What follows belongs to an exercise in optimizing a design on an open flow for small area, a short achievable clock period and few clock cycles; a production flow would make more cautious choices.
Where RTL was checked, it was by simulation tests only, not by an equivalence proof against the original.

// seq_gcd
module seq_gcd (
        clk,
        rst_n,
        load_i,
        a_i,
        b_i,
        gcd_o,
        done_o
);
        input wire clk;
        input wire rst_n;
        input wire load_i;
        input wire [31:0] a_i;
        input wire [31:0] b_i;
        output wire [31:0] gcd_o;
        output reg done_o;
        reg [32:0] x;
        reg [31:0] y;
        reg [4:0] k;
        reg busy, rs, h;
        wire [32:0] x1, x2;
        wire [31:0] y1, y2;
        wire h1, h2, ki1, ki2, fin1, fin2, xnz1, ynz1, xnz2, ynz2;
        seq_gcd_step #(.W(0)) st1 (
                .x(x), .y(y), .h(h), .xnz(|x), .ynz(|y),
                .xn(x1), .yn(y1), .hn(h1), .kinc(ki1), .fin(fin1),
                .xnz_n(xnz1), .ynz_n(ynz1));
        seq_gcd_step #(.W(0)) st2 (
                .x(x1), .y(y1), .h(h1), .xnz(xnz1), .ynz(ynz1),
                .xn(x2), .yn(y2), .hn(h2), .kinc(ki2), .fin(fin2),
                .xnz_n(xnz2), .ynz_n(ynz2));
        wire fin = fin1 | fin2;
        wire kz = (k == 5'd0);
        always @(posedge clk) begin
                if (~busy) begin
                        x <= {1'b0, a_i};
                        y <= b_i;
                        k <= 5'd0;
                        rs <= 1'b0;
                        h <= 1'b0;
                end else if (rs) begin
                        x <= x2;
                        y <= {y[30:0], 1'b0};
                        k <= k - 5'd1;
                end else begin
                        x <= x2;
                        y <= y2;
                        h <= h2;
                        k <= k + {4'd0, ki1} + {4'd0, ki2};
                        if (fin & ~kz)
                                rs <= 1'b1;
                end
        end
        always @(posedge clk or negedge rst_n) begin
  ...
Size in the first run: roughly 1900 cells after synthesis, about 74 flip-flops, roughly 100 I/O pins, ~11000 µm² of cells after synthesis.
==> module seq_gcd, before the edit <==
module seq_gcd (
        clk,
        rst_n,
        load_i,
        a_i,
        b_i,
        gcd_o,
        done_o
);
        input wire clk;
        input wire rst_n;
        input wire load_i;
        input wire [31:0] a_i;
        input wire [31:0] b_i;
        output wire [31:0] gcd_o;
        output reg done_o;
        reg [32:0] x;
        reg [31:0] y;
        reg [4:0] k;
        reg busy, rs, h;
        wire [32:0] x1, x2;
        wire [31:0] y1, y2;
        wire h1, h2, ki1, ki2, fin1, fin2, xnz1, ynz1, xnz2, ynz2;
        seq_gcd_step #(.W(0)) st1 (
                .x(x), .y(y), .h(h), .xnz(|x), .ynz(|y),
                .xn(x1), .yn(y1), .hn(h1), .kinc(ki1), .fin(fin1),
                .xnz_n(xnz1), .ynz_n(ynz1));
        seq_gcd_step #(.W(0)) st2 (
                .x(x1), .y(y1), .h(h1), .xnz(xnz1), .ynz(ynz1),
                .xn(x2), .yn(y2), .hn(h2), .kinc(ki2), .fin(fin2),
                .xnz_n(xnz2), .ynz_n(ynz2));
        wire fin = fin1 | fin2;
        wire kz = (k == 5'd0);
        always @(posedge clk) begin
                if (~busy) begin
                        x <= {1'b0, a_i};
                        y <= b_i;
                        k <= 5'd0;
                        rs <= 1'b0;
                        h <= 1'b0;
                end else if (rs) begin
                        x <= x2;
                        y <= {y[30:0], 1'b0};
                        k <= k - 5'd1;
                end else begin
                        x <= x2;
                        y <= y2;
                        h <= h2;
                        k <= k + {4'd0, ki1} + {4'd0, ki2};
                        if (fin & ~kz)
                                rs <= 1'b1;
                end
        end
        always @(posedge clk or negedge rst_n) begin
                if (~rst_n) begin
                        busy <= 1'b0;
                        done_o <= 1'b0;
                end else begin
                        busy <= load_i | (busy & ~done_o);
                        done_o <= busy & ~done_o & (rs ? (k == 5'd1) : (fin & kz));
                end
        end
        assign gcd_o = y;
endmodule
export LEC_CHECK = 0
export ABC_AREA = 1
export CAP_MARGIN = 20
export CORE_MARGIN = 2
export CORE_UTILIZATION = 40
export CTS_BUF_LIST = sky130_fd_sc_hd__clkbuf_8
export SLEW_MARGIN = 20
create_clock -name core_clock -period 80.0 [get_ports {clk}]
standard.sh (not shown) runs the stock make flow with config.mk's settings and CLKGATE_MAP_FILE= SYNTH_SCRIPT=/design/flow/synth_recipe.tcl, a recipe that flattens the netlist after the stock synthesis.
==> flow/flow/run.sh <==
#!/bin/bash
# Standard layout, with every port buffered by a sky130_fd_sc_hd__buf_1 instead of the
# cell buffer_ports picks by default.
set -euo pipefail
export BUFFER_PORTS_ARGS="-buffer_cell sky130_fd_sc_hd__buf_1"
bash standard.sh "BUFFER_PORTS_ARGS=$BUFFER_PORTS_ARGS" finish > standard.log 2>&1
The first run went through all stages and came out clean.
Rerun with:
--- a/flow/design.v
+++ b/flow/design.v
@@ -77,9 +77,9 @@
         wire [31:0] y1, y2;
         wire h1, h2, ki1, ki2, fin1, fin2, xnz1, ynz1, xnz2, ynz2;
-        seq_gcd_step #(.W(0)) st1 (
+        seq_gcd_step #(.W(11)) st1 (
                 .x(x), .y(y), .h(h), .xnz(|x), .ynz(|y),
                 .xn(x1), .yn(y1), .hn(h1), .kinc(ki1), .fin(fin1),
                 .xnz_n(xnz1), .ynz_n(ynz1));
-        seq_gcd_step #(.W(0)) st2 (
+        seq_gcd_step #(.W(3)) st2 (
                 .x(x1), .y(y1), .h(h1), .xnz(xnz1), .ynz(ynz1),
                 .xn(x2), .yn(y2), .hn(h2), .kinc(ki2), .fin(fin2),
=>
- design area goes down by 10%
- setup slack loses 0.071 ns
- wire length decreases by 16%
- area after synthesis goes down by 9.4%
- sequential share of layout area climbs by 1.4 points
- sequential cell count does not change
- global-route usage came out lower by 2.2 points
- final cell count drops by 15%
- via count falls by 17%
Function was not checked in any run of this note: the RTL went through the layout flow alone.


== alpha ==
The RTL this note starts from:
==> flow/design.v <==
module seq_gcd (
        clk,
        rst_n,
        load_i,
        a_i,
        b_i,
        gcd_o,
        done_o
);
        input wire clk;
        input wire rst_n;
        input wire load_i;
        input wire [31:0] a_i;
        input wire [31:0] b_i;
        output wire [31:0] gcd_o;
        output reg done_o;
        reg [32:0] x;
        reg [31:0] y;
        reg [4:0] k;
        reg busy, rs, h;
        wire xs = x[32];
        wire xnz = |x;
        wire ynz = |y;
        wire strip = ~x[0] & ~y[0] & xnz & ynz;
        wire caseA = ~x[0] & ynz;
        wire caseC = x[0] & y[0];
        wire xoff = strip | ~(caseA | caseC);
        wire yoff = caseA & ~strip;
        wire inv = caseC & ~xs;
        wire [32:0] xg = x & {33{~xoff}};
        wire [32:0] yg = {1'b0, y & {32{~yoff}}} ^ {33{inv}};
        wire [11:0] c;
        wire [32:0] s;
        assign c[0] = inv;
        assign {c[1], s[2:0]} = xg[2:0] + yg[2:0] + c[0];
        assign {c[2], s[5:3]} = xg[5:3] + yg[5:3] + c[1];
        assign {c[3], s[8:6]} = xg[8:6] + yg[8:6] + c[2];
        assign {c[4], s[11:9]} = xg[11:9] + yg[11:9] + c[3];
        assign {c[5], s[14:12]} = xg[14:12] + yg[14:12] + c[4];
        assign {c[6], s[17:15]} = xg[17:15] + yg[17:15] + c[5];
        assign {c[7], s[20:18]} = xg[20:18] + yg[20:18] + c[6];
        assign {c[8], s[23:21]} = xg[23:21] + yg[23:21] + c[7];
        assign {c[9], s[26:24]} = xg[26:24] + yg[26:24] + c[8];
        assign {c[10], s[29:27]} = xg[29:27] + yg[29:27] + c[9];
        assign {c[11], s[32:30]} = xg[32:30] + yg[32:30] + c[10];
        wire [32:0] v1 = {s[32], s[32:1]};
        wire tA = ~strip & ~s[1] & ~s[2];
        wire [32:0] v2 = tA ? {{2{s[32]}}, v1[32:2]} : v1;
        wire tB = ~strip & (tA ? ~s[3] : ~s[1]);
        wire [32:0] xn = tB ? {v2[32], v2[32:1]} : v2;
        wire [31:0] xa = {x[31:1] ^ {31{xs}}, x[0]};
        wire keepy = yoff | (caseC & (s[32] == xs));
        wire [31:0] yr = keepy ? y : xa;
        wire fin = ~strip & ((caseC & ~|s) | ~xnz);
        wire kz = (k == 5'd0);
        always @(posedge clk) begin
                if (~busy) begin
                        x <= {1'b0, a_i};
                        y <= b_i;
                        k <= 5'd0;
                        rs <= 1'b0;
                        h <= 1'b0;
                end else if (rs) begin
                        x <= xn;
                        y <= {y[30:0], 1'b0};
                        k <= k - 5'd1;
                end else begin
                        x <= xn;
                        y <= yr;
                        h <= strip & ~h;
                        if (strip & ~h)
                                k <= k + 5'd1;
                        if (fin & ~kz)
                                rs <= 1'b1;
                end
        end
        always @(posedge clk or negedge rst_n) begin
                if (~rst_n) begin
                        busy <= 1'b0;
                        done_o <= 1'b0;
                end else begin
                        busy <= load_i | (busy & ~done_o);
                        done_o <= busy & ~done_o & (rs ? (k == 5'd1) : (fin & kz));
                end
        end
        assign gcd_o = y;
endmodule
clock: 80.0 ns
lec_check: 0
cap_margin: 20
core_margin: 2
core_utilization: 40
slew_margin: 20
Scripts as last shown in full above: flow/flow/run.sh
The inputs of beta differ from those of alpha as listed below.
==> flow/design.v <==
module seq_gcd (
        clk,
        rst_n,
        load_i,
        a_i,
        b_i,
        gcd_o,
        done_o
);
        input wire clk;
        input wire rst_n;
        input wire load_i;
        input wire [31:0] a_i;
        input wire [31:0] b_i;
        output wire [31:0] gcd_o;
        output reg done_o;
        reg [31:0] x, y;
        reg [4:0] k;
        reg busy, rs, h;
        wire xnz = |x;
        wire ynz = |y;
        wire strip = ~x[0] & ~y[0] & xnz & ynz;
        wire caseA = ~x[0] & ynz;
        wire caseC = x[0] & y[0];
        wire add = caseC & (x[1] ^ y[1]);
        wire sub = ~add;
        wire [31:0] yb = {32{sub}} ^ (y & {32{caseC}});
        wire [31:0] xb = ~(x & {32{caseC}});
        wire [32:0] cp, cq;
        wire [31:0] P, Q;
        assign cp[0] = sub;
        assign cq[0] = 1'b1;
        genvar g;
        generate
                for (g = 0; g < 32; g = g + 1) begin : rip
                        assign {cp[g+1], P[g]} = x[g] + yb[g] + cp[g];
                        assign {cq[g+1], Q[g]} = y[g] + xb[g] + cq[g];
                end
        endgenerate
        wire xgty = ~cq[32];
        wire keepy = (caseA & ~strip) | (caseC & xgty);
        wire usep = (caseA & ~strip) | (caseC & (add | xgty));
        wire [32:0] sel = usep ? {add & cp[32], P} : {1'b0, Q};
        wire [31:0] v1 = sel[32:1];
        wire tA = ~strip & ~sel[1] & ~sel[2];
        wire [31:0] v2 = tA ? {2'b0, v1[31:2]} : v1;
        wire tB = ~strip & (tA ? ~sel[3] : ~sel[1]);
        wire [31:0] xn = tB ? {1'b0, v2[31:1]} : v2;
        wire [31:0] yr = keepy ? y : x;
        wire fin = ~strip & ((caseC & sub & ~|P) | ~xnz);
        wire kz = (k == 5'd0);
        always @(posedge clk) begin
                if (~busy) begin
                        x <= a_i;
                        y <= b_i;
                        k <= 5'd0;
                        rs <= 1'b0;
                        h <= 1'b0;
                end else if (rs) begin
                        x <= xn;
                        y <= {y[30:0], 1'b0};
                        k <= k - 5'd1;
                end else begin
                        x <= xn;
                        y <= yr;
                        h <= strip & ~h;
                        if (strip & ~h)
                                k <= k + 5'd1;
                        if (fin & ~kz)
                                rs <= 1'b1;
                end
        end
        always @(posedge clk or negedge rst_n) begin
                if (~rst_n) begin
                        busy <= 1'b0;
                        done_o <= 1'b0;
                end else begin
                        busy <= load_i | (busy & ~done_o);
                        done_o <= busy & ~done_o & (rs ? (k == 5'd1) : (fin & kz));
                end
        end
        assign gcd_o = y;
endmodule
### Flow results
Re core utilization: alpha was higher than beta. The post-synthesis sequential area ratio number comes out higher for alpha vs beta. NOTE total met2 wirelength after detailed routing alpha->beta increased by more than 10%. beta vs alpha: area of the mapped netlist up by a little under 10%. alpha → beta: number of unique standard cell types used by synthesis grew by 2; detailed-route wire length went up by about 27%; met1 demand-to-capacity share in global routing +8.8 points. beta against alpha: highest clock frequency the design can meet decreased by about 1% relative to the old numbers; number of DRC violations after detailed-routing iteration 0 increased by 416 relative to the old numbers; register fraction of the total cell area went down 1.9 points; count of filler cells inserted in the layout climbed 11%.
Testbench counts of beta, summed over its fixed seeds: cycles 52,701.
No functional check of the RTL was part of alpha.


seq_gcd, a different RTL version from the one above (not shown whole).
Size in the first run: roughly 1400 cells after synthesis, about 74 flip-flops, ~100 I/O pins, roughly 10000 µm² of cells after synthesis.
==> module seq_gcd_step, before the edit <==
module seq_gcd_step #(parameter W = 0) (
        input  wire [32:0] x,
        input  wire [31:0] y,
        input  wire        h,
        input  wire        xnz,
        input  wire        ynz,
        output wire [32:0] xn,
        output wire [31:0] yn,
        output wire        hn,
        output wire        kinc,
        output wire        fin,
        output wire        xnz_n,
        output wire        ynz_n
);
        wire xs = x[32];
        wire strip = ~x[0] & ~y[0] & xnz & ynz;
        wire caseA = ~x[0] & ynz;
        wire caseC = x[0] & y[0];
        wire caseB = ~caseA & ~caseC;
        wire xoff = strip | caseB;
        wire yoff = caseA & ~strip;
        wire inv = caseC & ~xs;
        wire [32:0] xg = x & {33{~xoff}};
        wire [32:0] yg = {1'b0, y & {32{~yoff}}} ^ {33{inv}};
        wire [32:0] s;
        generate
                if (W == 0) begin : one
                        assign s = xg + yg + {32'd0, inv};
                end else begin : chunks
                        localparam N = (33 + W - 1) / W;
                        wire [N:0] c;
                        assign c[0] = inv;
                        genvar g;
                        for (g = 0; g < N; g = g + 1) begin : ch
                                localparam LO = g * W;
                                localparam HI = (LO + W > 33) ? 32 : LO + W - 1;
                                assign {c[g+1], s[HI:LO]} = xg[HI:LO] + yg[HI:LO] + c[g];
                        end
                end
        endgenerate
        wire sz = ~|s;
        wire [32:0] v1 = {s[32], s[32:1]};
        wire tA = ~strip & ~s[1] & ~s[2];
        wire [32:0] v2 = tA ? {{2{s[32]}}, v1[32:2]} : v1;
        wire tB = ~strip & (tA ? ~s[3] : ~s[1]);
        assign xn = tB ? {v2[32], v2[32:1]} : v2;
        wire [31:0] xa = {x[31:1] ^ {31{xs}}, x[0]};
        wire keepy = yoff | (caseC & (s[32] == xs));
        assign yn = keepy ? y : xa;
        assign hn = strip & ~h;
        assign kinc = strip & ~h;
        assign fin = ~strip & ((caseC & sz) | ~xnz);
        assign xnz_n = ~((caseC & sz) | ~xnz | (caseB & ~ynz));
        assign ynz_n = xnz | ynz;
endmodule
==> module seq_gcd, before the edit <==
module seq_gcd (
        clk,
        rst_n,
        load_i,
        a_i,
        b_i,
        gcd_o,
        done_o
);
        input wire clk;
        input wire rst_n;
        input wire load_i;
        input wire [31:0] a_i;
        input wire [31:0] b_i;
        output wire [31:0] gcd_o;
        output reg done_o;
        reg [32:0] x;
        reg [31:0] y;
        reg [4:0] k;
        reg busy, rs, h;
        wire [32:0] x1, x2;
        wire [31:0] y1, y2;
        wire h1, h2, ki1, ki2, fin1, fin2, xnz1, ynz1, xnz2, ynz2;
        seq_gcd_step #(.W(0)) st1 (
                .x(x), .y(y), .h(h), .xnz(|x), .ynz(|y),
                .xn(x1), .yn(y1), .hn(h1), .kinc(ki1), .fin(fin1),
                .xnz_n(xnz1), .ynz_n(ynz1));
        seq_gcd_step #(.W(3)) st2 (
                .x(x1), .y(y1), .h(h1), .xnz(xnz1), .ynz(ynz1),
                .xn(x2), .yn(y2), .hn(h2), .kinc(ki2), .fin(fin2),
                .xnz_n(xnz2), .ynz_n(ynz2));
        wire fin = fin1 | fin2;
        wire kz = (k == 5'd0);
        always @(posedge clk) begin
                if (~busy) begin
                        x <= {1'b0, a_i};
                        y <= b_i;
                        k <= 5'd0;
                        rs <= 1'b0;
                        h <= 1'b0;
                end else if (rs) begin
                        x <= x2;
                        y <= {y[30:0], 1'b0};
                        k <= k - 5'd1;
                end else begin
                        x <= x2;
                        y <= y2;
                        h <= h2;
                        k <= k + {4'd0, ki1} + {4'd0, ki2};
                        if (fin & ~kz)
                                rs <= 1'b1;
                end
        end
        always @(posedge clk or negedge rst_n) begin
                if (~rst_n) begin
                        busy <= 1'b0;
                        done_o <= 1'b0;
                end else begin
                        busy <= load_i | (busy & ~done_o);
                        done_o <= busy & ~done_o & (rs ? (k == 5'd1) : (fin & kz));
                end
        end
        assign gcd_o = y;
endmodule
clock: 80.0 ns
lec_check: 0
cap_margin: 20
core_margin: 2
core_utilization: 40
cts_buf_list: sky130_fd_sc_hd__clkbuf_8
slew_margin: 20
Scripts as last shown in full above: flow/flow/run.sh
Testbench counts at the start, summed over its fixed seeds: cycles 31,604.
Next try:
--- a/flow/design.v
+++ b/flow/design.v
@@ -1,7 +1,7 @@
-module seq_gcd_step #(parameter W = 0) (
+module seq_gcd_step #(parameter W = 0, parameter FS = 0) (
         input  wire [32:0] x,
         input  wire [31:0] y,
         input  wire        h,
         input  wire        xnz,
         input  wire        ynz,
         output wire [32:0] xn,
@@ -24,20 +24,25 @@
         wire [32:0] yg = {1'b0, y & {32{~yoff}}} ^ {33{inv}};
         wire [32:0] s;
         generate
                 if (W == 0) begin : one
                         assign s = xg + yg + {32'd0, inv};
                 end else begin : chunks
-                        localparam N = (33 + W - 1) / W;
+                        localparam NB = FS ? 32 : 33;
+                        localparam N = (NB + W - 1) / W;
                         wire [N:0] c;
                         assign c[0] = inv;
                         genvar g;
                         for (g = 0; g < N; g = g + 1) begin : ch
                                 localparam LO = g * W;
-                                localparam HI = (LO + W > 33) ? 32 : LO + W - 1;
+                                localparam HI = (LO + W > NB) ? NB - 1 : LO + W - 1;
                                 assign {c[g+1], s[HI:LO]} = xg[HI:LO] + yg[HI:LO] + c[g];
+                        end
+                        if (FS) begin : fs
+                                wire [32:0] t = xg[31:0] + yg[31:0] + {31'd0, inv};
+                                assign s[32] = xg[32] ^ yg[32] ^ t[32];
                         end
                 end
         endgenerate
         wire sz = ~|s;
         wire [32:0] v1 = {s[32], s[32:1]};
         wire tA = ~strip & ~s[1] & ~s[2];
@@ -73,13 +78,13 @@
         reg [31:0] y;
         reg [4:0] k;
         reg busy, rs, h;
         wire [32:0] x1, x2;
         wire [31:0] y1, y2;
         wire h1, h2, ki1, ki2, fin1, fin2, xnz1, ynz1, xnz2, ynz2;
-        seq_gcd_step #(.W(0)) st1 (
+        seq_gcd_step #(.W(3), .FS(1)) st1 (
                 .x(x), .y(y), .h(h), .xnz(|x), .ynz(|y),
                 .xn(x1), .yn(y1), .hn(h1), .kinc(ki1), .fin(fin1),
                 .xnz_n(xnz1), .ynz_n(ynz1));
         seq_gcd_step #(.W(3)) st2 (
                 .x(x1), .y(y1), .h(h1), .xnz(xnz1), .ynz(ynz1),
                 .xn(x2), .yn(y2), .hn(h2), .kinc(ki2), .fin(fin2),
Sequential cell count stays the same.
Clock-buffer cell count goes down by 1.
Routed wire length goes down by 20%.
Area after synthesis goes down by 6.8%.
Testbench counts after the change, summed over its fixed seeds: cycles 31,604.

## re-timing with driven ports
In the flow no input, the clock included, has a driving cell. The finished layouts below were timed again as built, in two steps. Step 1 (the two cells are an assumption about what drives the block):
set clk [get_ports {clk}]
set_driving_cell -lib_cell sky130_fd_sc_hd__clkbuf_16 $clk
set_driving_cell -lib_cell sky130_fd_sc_hd__buf_2 [delete_from_list [all_inputs] $clk]
Step 2 also shifts input and output timing later by t, the mid clock arrival at the registers, as if the neighbouring blocks saw the same clock. Three values: ideal, step 1, step 2; two values: the first two.
| run | shift t [ns] | setup slack, ns | worst register clock-pin slew, ns | pins driven straight from the clock port |
|---|---|---|---|---|
| the first run of note 1 | 0.433 | 62.986 / 62.945 / 63.379 | 0.10 / 0.10 | 1 |
| the second run of note 1 | 0.424 | 62.915 / 62.874 / 63.298 | 0.11 / 0.11 | 1 |
| alpha | 0.388 | 62.946 / 62.906 / 63.294 | 0.06 / 0.06 | 1 |
| beta | 0.394 | 62.767 / 62.726 / 63.119 | 0.06 / 0.06 | 1 |
| the first run of note 3 | 0.428 | 62.850 / 62.805 / 63.234 | 0.10 / 0.10 | 1 |
| the second run of note 3 | 0.414 | 62.826 / 62.786 / 63.201 | 0.10 / 0.10 | 1 |
After both steps setup and hold are still met in every run listed.
